Context: an optimization exercise on an open-source flow, tuned for small area. The choices shown serve that exercise and are no tape-out recipe. At most, simulation tests tie the RTL to the original design; equivalence was not proved. No activity file was given, so power comes from the tool's default toggle rates.

// play_core
module play_core #(
    parameter time_per_step = 200,
    parameter time_per_food = 3,
    parameter total_food = 36,
    parameter food_a_color = 12'h48F,
    parameter food_b_color = 12'h00F,
    parameter WRITE_SNAKE = 2'b00,
    parameter UPDATE_SNAKE = 2'b01,
    parameter PAUSING = 2'b10,
    parameter GAME_OVER = 2'b11,
    parameter IDLE = 5'b00000,
    parameter DEL_TAILA = 5'b00001,
    parameter DEL_TAILB = 5'b00010,
    parameter PNT_TAILA = 5'b00011,
    parameter PNT_TAILB = 5'b00100,
    parameter PNT_HEADA = 5'b00101,
    parameter PNT_HEADB = 5'b00110,
    parameter JUG_EATA = 5'b00111,
    parameter JUG_EATB = 5'b01000,
    parameter CHANGE_DIRC_TAILA = 5'b01001,
    parameter CHANGE_DIRC_TAILB = 5'b01010,
    parameter EXT_TAILA = 5'b01011,
    parameter GET_INFO_TAILA = 5'b01100,
    parameter CHANGE_TO_TAILB = 5'b01101,
    parameter GET_INFO_TAILB = 5'b01110,
    parameter EXT_TAILB = 5'b01111,
    parameter SET_FOOD = 5'b10000,
    parameter GET_INFO_FOOD = 5'b10001,
    parameter JUG_FOOD_LOCTION = 5'b10010,
    parameter CHANGE_DIRC = 5'b10011,
    parameter LOCK_A = 5'b10100,
    parameter LOCK_B = 5'b10101,
    parameter LOCK = 5'b10110,
    parameter GROW_TAILB = 5'b10111
)(
    input clk,
    input rst,
    input play, pause,
    input [11:0] head_a_color, head_b_color,
    input [11:0] body_a_color, body_b_color,
    input BTNL_a, BTNR_a, BTNU_a, BTND_a,
    input BTNL_b, BTNR_b, BTNU_b, BTND_b,
    input [15:0] rdata,
    output reg [1:0] who_win,
    output reg over,
    output [31:0] len_a, len_b,
    output [2:0] food_time_out,
    output reg [5:0] food_count,
    output wire [12:0] waddr,
    output reg [15:0] wdata,
    output reg we
);
Size: about 180 I/O pins, about 13000 µm² of cells after synthesis.
==> module rand_core, before the edit <==
module rand_core(
    input             clk,
    input             rstn,
    input             new_en,
    output reg [31:0] rand_code,
    output reg [6:0]  rand_x,      
    output reg [6:0]  rand_y       
);
parameter seed = 32'h3ecd12;
parameter feedback = 32'h280c97;
reg new_d;
wire feedback_item = ^( feedback & rand_code );
function [7:0] add7(input [6:0] a, input [6:0] b);
    integer i;
    reg c;
    begin
        c = 1'b0;
        for ( i = 0; i < 7; i = i + 1 ) begin
            add7[i] = a[i] ^ b[i] ^ c;
            c = ( a[i] & b[i] ) | ( c & ( a[i] ^ b[i] ) );
        end
        add7[7] = c;
    end
endfunction
function [6:0] next75(input [6:0] r, input b, input t);
    reg [6:0] k;
    reg [7:0] s;
    begin
        if ( r[0] == b )
            k = t ? ( ( r[6] | r[5] | r[4] | ( r[3] & r[2] & r[1] ) ) ? 7'd121 : 7'd68 ) : 7'd0;    
        else if ( b )
            k = t ? 7'd30 : 7'd37;    
        else
            k = t ? 7'd31 : 7'd38;    
        s = add7( { 1'b0, r[6:1] }, k );
        next75 = s[6:0];
    end
endfunction
always @( posedge clk ) begin
    if( !rstn )
        new_d <= 1'b0;
    else
        new_d <= new_en;
end
always @( posedge clk ) begin
    if( !rstn ) begin
        rand_code <= seed;
        rand_x <= 7'd62;     
        rand_y <= 7'd73;     
    end
    else if( ~new_d & new_en ) begin
        rand_code <= { feedback_item, rand_code[31:1] };
        rand_x <= next75( rand_x, rand_code[16], feedback_item );
        rand_y <= next75( rand_y, rand_code[0], rand_code[16] );
    end
end
endmodule
Settings: LEC_CHECK=0, ABC_AREA=1, CAP_MARGIN=20, CORE_MARGIN=2, CORE_UTILIZATION=60, CTS_BUF_LIST=sky130_fd_sc_hd__clkbuf_8, CTS_CLUSTER_DIAMETER=100, CTS_CLUSTER_SIZE=15, PLACE_DENSITY=0.75, SLEW_MARGIN=20; clock period 12.0 ns.
standard.sh (not shown) runs the stock make flow with config.mk's settings and CLKGATE_MAP_FILE= SYNTH_SCRIPT=/design/flow/synth_recipe.tcl, a recipe that flattens the netlist after the stock synthesis.
==> flow/flow/run.sh <==
#!/bin/bash
# The standard layout (standard.sh) with these changes to how it is made:
#  - synthesis is synth_recipe.tcl with one addition (flow/abc_default.tcl):
#    ABC maps the logic with its default script for area; the registers
#    and their names are the same as the standard synthesis's
#  - no full/half-adder extraction before ABC (ADDER_MAP_FILE empty) and
#    no Kogge-Stone carry unit (the SYNTH_OPERATIONS_ARGS default)
#  - the port buffers that global placement adds are buf_1 cells
# Each tool's full output is in standard.log and in orfs/logs/.
set -euo pipefail
{
    head -n 1 synth_recipe.tcl
    cat flow/abc_default.tcl
    tail -n +2 synth_recipe.tcl
} > my_synth.tcl
bash standard.sh \
    ADDER_MAP_FILE= \
    SYNTH_OPERATIONS_ARGS=-noshare \
    "BUFFER_PORTS_ARGS=-buffer_cell sky130_fd_sc_hd__buf_1" \
    SYNTH_SCRIPT="$PWD/my_synth.tcl" \
    finish > standard.log 2>&1
==> flow/flow/abc_default.tcl <==
# Technology mapping with ABC's own default script for -liberty instead of
# the flow's abc_area / abc_speed script, which sizes and buffers cells for
# a delay target: drop the -script and -D arguments of the abc call.
proc abc {args} {
  set out {}
  set skip 0
  foreach a $args {
    if { $skip } { set skip 0; continue }
    if { $a eq "-script" || $a eq "-D" } { set skip 1; continue }
    lappend out $a
  }
  yosys abc {*}$out
}
Then changed:
--- a/flow/design.v
+++ b/flow/design.v
@@ -103,14 +103,17 @@
 function [6:0] next75(input [6:0] r, input b, input t);
     reg [6:0] k;
-    reg [7:0] s;
+    reg [7:0] s, u;
     begin
-        if ( r[0] == b )
-            k = t ? ( ( r[6] | r[5] | r[4] | ( r[3] & r[2] & r[1] ) ) ? 7'd121 : 7'd68 ) : 7'd0;    
-        else if ( b )
-            k = t ? 7'd30 : 7'd37;    
-        else
-            k = t ? 7'd31 : 7'd38;    
+        case ( { t, r[0] == b, b } )
+            3'b000: k = 7'd38;
+            3'b001: k = 7'd37;
+            3'b010, 3'b011: k = 7'd0;
+            3'b100: k = 7'd31;        
+            3'b101: k = 7'd30;        
+            default: k = 7'd68;
+        endcase
         s = add7( { 1'b0, r[6:1] }, k );
-        next75 = s[6:0];
+        u = add7( s[6:0], 7'd53 );    
+        next75 = u[7] ? u[6:0] : s[6:0];
     end
 endfunction
Wire length came out lower by 4.1%.
Power grows by 11%.
Utilization goes up by 0.37 points.
Final area is higher by 0.90%.
Setup slack loses 0.012 ns.
Count of clock-buffer cells in the layout stays the same.
Sequential cell count stays the same.
Non-clock buffer count rises by 3.
Via count goes down by 2.7%.
Global-route usage went down by 1.7 points.
Clock power barely changes.
Combinational power climbs by 35%.
The RTL of the second run of this note was laid out without a check of its function.

---

## branch delta
play_core, a different RTL version from the one above (not shown whole).
Size: about 1,300 cells after synthesis, about 180 I/O pins, ~0.011 mm2 of cells after synthesis.
Design play_core, start of the top module:
module play_core #(
    parameter time_per_step = 200,
    parameter time_per_food = 3,
    parameter total_food = 36,
    parameter food_a_color = 12'h48F,
    parameter food_b_color = 12'h00F,
    parameter GAME_OVER = 5'b11000,
    parameter PAINT_A = 5'b11010,
    parameter PAINT_B = 5'b11011,
    parameter IDLE = 5'b00000,
    parameter DEL_TAILA = 5'b00001,
    parameter DEL_TAILB = 5'b00010,
    parameter PNT_TAILA = 5'b00011,
    parameter CHANGE_DIRC = 5'b00100,
    parameter LOCK_A = 5'b00101,
    parameter LOCK_B = 5'b00110,
    parameter LOCK = 5'b00111,
    parameter PNT_TAILB = 5'b01000,
    parameter PNT_HEADA = 5'b01001,
    parameter PNT_HEADB = 5'b01010,
    parameter JUG_EATA = 5'b01011,
    parameter JUG_EATB = 5'b01100,
    parameter CHANGE_DIRC_TAILA = 5'b01101,
    parameter CHANGE_DIRC_TAILB = 5'b01110,
    parameter EXT_TAILA = 5'b01111,
    parameter GET_INFO_TAILA = 5'b10000,
    parameter CHANGE_TO_TAILB = 5'b10001,
    parameter GET_INFO_TAILB = 5'b10010,
    parameter EXT_TAILB = 5'b10011,
    parameter SET_FOOD = 5'b10100,
    parameter GET_INFO_FOOD = 5'b10101,
    parameter JUG_FOOD_LOCTION = 5'b10110,
    parameter GROW_TAILB = 5'b10111
)(
    input clk,
    input rst,
    input play, pause,
    input [11:0] head_a_color, head_b_color,
    input [11:0] body_a_color, body_b_color,
    input BTNL_a, BTNR_a, BTNU_a, BTND_a,
    input BTNL_b, BTNR_b, BTNU_b, BTND_b,
    input [15:0] rdata,
    output reg [1:0] who_win,
    output reg over,
    output [31:0] len_a, len_b,
    output [2:0] food_time_out,
    output reg [5:0] food_count,
    output wire [12:0] waddr,
    output reg [15:0] wdata,
    output reg we
);
export LEC_CHECK = 0
export ABC_AREA = 1
export CAP_MARGIN = 20
export CORE_MARGIN = 2
export CORE_UTILIZATION = 60
export CTS_BUF_LIST = sky130_fd_sc_hd__clkbuf_8
export CTS_CLUSTER_DIAMETER = 80
export CTS_CLUSTER_SIZE = 12
export PLACE_DENSITY = 0.75
export SLEW_MARGIN = 20
create_clock -name core_clock -period 12.0 [get_ports {clk}]
==> flow/flow/run.sh <==
#!/bin/bash
# The standard layout (standard.sh) with these changes to how it is made:
#  - synthesis is synth_recipe.tcl with flow/synth_extra.tcl added: ABC maps
#    the logic with flow/abc.script, and full/half-adder cells are used
#    only for the board address adder; the registers and their names are
#    the same as the standard synthesis's
#  - no Kogge-Stone carry unit (the SYNTH_OPERATIONS_ARGS default)
#  - the port buffers that global placement adds are buf_1 cells
#  - one tie cell drives the constant outputs (len_a / len_b bits 31:11)
#    instead of one tie cell per output pin (SKIP_REPAIR_TIE_FANOUT)
# Each tool's full output is in standard.log and in orfs/logs/.
set -euo pipefail
{
    head -n 1 synth_recipe.tcl
    cat flow/synth_extra.tcl
    tail -n +2 synth_recipe.tcl
} > my_synth.tcl
export SNAKE_ABC_SCRIPT="$PWD/flow/abc.script"
bash standard.sh \
    SYNTH_OPERATIONS_ARGS=-noshare \
    "BUFFER_PORTS_ARGS=-buffer_cell sky130_fd_sc_hd__buf_1" \
    SKIP_REPAIR_TIE_FANOUT=1 \
    SYNTH_SCRIPT="$PWD/my_synth.tcl" \
    finish > standard.log 2>&1
==> flow/flow/abc.script <==
strash
&get -n
&deepsyn -T 60 -S 1
&put
strash
&get -n
&dch -f
&nf -R 1000
&put
==> flow/flow/synth_extra.tcl <==
# Additions to synth_recipe.tcl, defined before it sources the flow's
# synth.tcl. They change only how the logic is mapped to cells; the
# registers and their names stay those of the standard synthesis.

# Technology mapping with flow/abc.script (ABC's &deepsyn logic
# optimization for up to 60 s, then area-oriented mapping with &nf)
# instead of the flow's abc_area / abc_speed script, which sizes and
# buffers cells for a delay target: the -script and -D arguments of the
# flow's abc call are replaced.
proc abc {args} {
  set out {}
  set skip 0
  foreach a $args {
    if { $skip } { set skip 0; continue }
    if { $a eq "-script" || $a eq "-D" } { set skip 1; continue }
    lappend out $a
  }
  yosys abc -script $::env(SNAKE_ABC_SCRIPT) {*}$out
}

# Full/half-adder cells only for the board address adder: the fan-in cone
# of waddr back to the registers. Elsewhere ABC maps the arithmetic.
proc extract_fa {args} {
  yosys extract_fa {*}$args {w:waddr} {%ci*:-[C,D,E,R]}
}
branch delta: no failed stages, no open violations at the end
### branch delta -> branch tundra
-- flow/design.v --
<<< branch delta, line 341
    wire p_h = rot_h;
    wire p_t = rot_t | u_cdta | u_cttb;
    wire p_w = ~( p_h | p_t );
    wire [6:0] ptr_x = ( {7{p_h}} & hd0_x ) | ( {7{p_t}} & tl0_x ) | ( {7{p_w}} & write_x );
    wire [6:0] ptr_y = ( {7{p_h}} & hd0_y ) | ( {7{p_t}} & tl0_y ) | ( {7{p_w}} & write_y );
    reg [1:0] dirc;
    always @(*) begin
>>> branch tundra, line 341
    wire p_h = rot_h;
    wire p_t = rot_t | u_cdta | u_cttb;
    wire p_r = place_food | retry_food;
    wire p_w = ~( p_h | p_t | p_r );
    wire [6:0] ptr_x = ( {7{p_h}} & hd0_x ) | ( {7{p_t}} & tl0_x ) | ( {7{p_r}} & rand_x ) | ( {7{p_w}} & write_x );
    wire [6:0] ptr_y = ( {7{p_h}} & hd0_y ) | ( {7{p_t}} & tl0_y ) | ( {7{p_r}} & rand_y ) | ( {7{p_w}} & write_y );
    reg [1:0] dirc;
    always @(*) begin
<<< branch delta, line 367
    wire [6:0] uptr_x, uptr_y;
    dirc_updater updater( move, dirc, ptr_x, ptr_y, uptr_x, uptr_y );
    wire w_upd = move | u_dela | u_delb | u_pnta | u_pntb;
    wire w_rand = place_food | retry_food;
    always @( posedge clk ) begin
        if ( rst ) begin
>>> branch tundra, line 368
    wire [6:0] uptr_x, uptr_y;
    dirc_updater updater( move, dirc, ptr_x, ptr_y, uptr_x, uptr_y );
    wire w_upd = move | u_dela | u_delb | u_pnta | u_pntb | p_r;
    always @( posedge clk ) begin
        if ( rst ) begin
<<< branch delta, line 381
        else if ( w_upd ) begin
            write_x <= uptr_x; write_y <= uptr_y;
        end
        else if ( w_rand ) begin
            write_x <= rand_x; write_y <= rand_y;
        end
    end
>>> branch tundra, line 381
        else if ( w_upd ) begin
            write_x <= uptr_x; write_y <= uptr_y;
        end
    end
==> run summary <==
branch tundra finished end to end and its layout was clean on timing, DRC and antenna. Between branch tundra and branch delta, it is branch tundra whose relative contribution of combinational cells to total power is higher, by 15 points. Diff branch delta -> branch tundra: via count fell by 78, die extent in y was more or less identical, sequential share of cell area now larger. Number of inserted filler cells in the final layout, branch tundra and branch delta: larger value in branch tundra. In terms of horizontal die dimension, branch delta and branch tundra differ only marginally. branch tundra and branch delta ended up with roughly the same clock skew. Across both runs, number of global-route vias before repair was higher for branch tundra than for branch delta. Comparing branch tundra and branch delta, the lower synthesized area is on branch tundra. The arrival time of the worst setup path in branch tundra was lower than what branch delta gave. Final non-filler cell area: lower on branch tundra. In branch tundra the number of non-clock inverters turned out 3 higher than in branch delta.

[what the ideal ports hide]
The flow's constraints put no driver on any port. The routed layouts listed below were extracted and timed again, unchanged, in two steps. Step 1 sets driving cells, clkbuf_16 on the clock port and buf_2 on the other inputs (assumed; they add their load-dependent delay and slew). Step 2 moves the port delays by t, midway between the first and last clock arrival at a register: inputs arrive t later, outputs are due t later. That takes back most of the time a late clock gives input paths. a / b / c = ideal ports / drivers / drivers and shift; a / b = the first two.
run | shift t [ns] | setup slack, ns | worst register clock-pin slew, ns
the first run of note 1 | 0.565 | 4.273 / 4.230 / 4.795 | 0.11 / 0.11
the second run of note 1 | 0.583 | 4.261 / 4.215 / 4.797 | 0.10 / 0.10
branch delta | 0.586 | 2.640 / 2.599 / 3.185 | 0.09 / 0.09
branch tundra | 0.562 | 2.746 / 2.705 / 3.267 | 0.09 / 0.09
After both steps setup and hold are still met in every run listed.
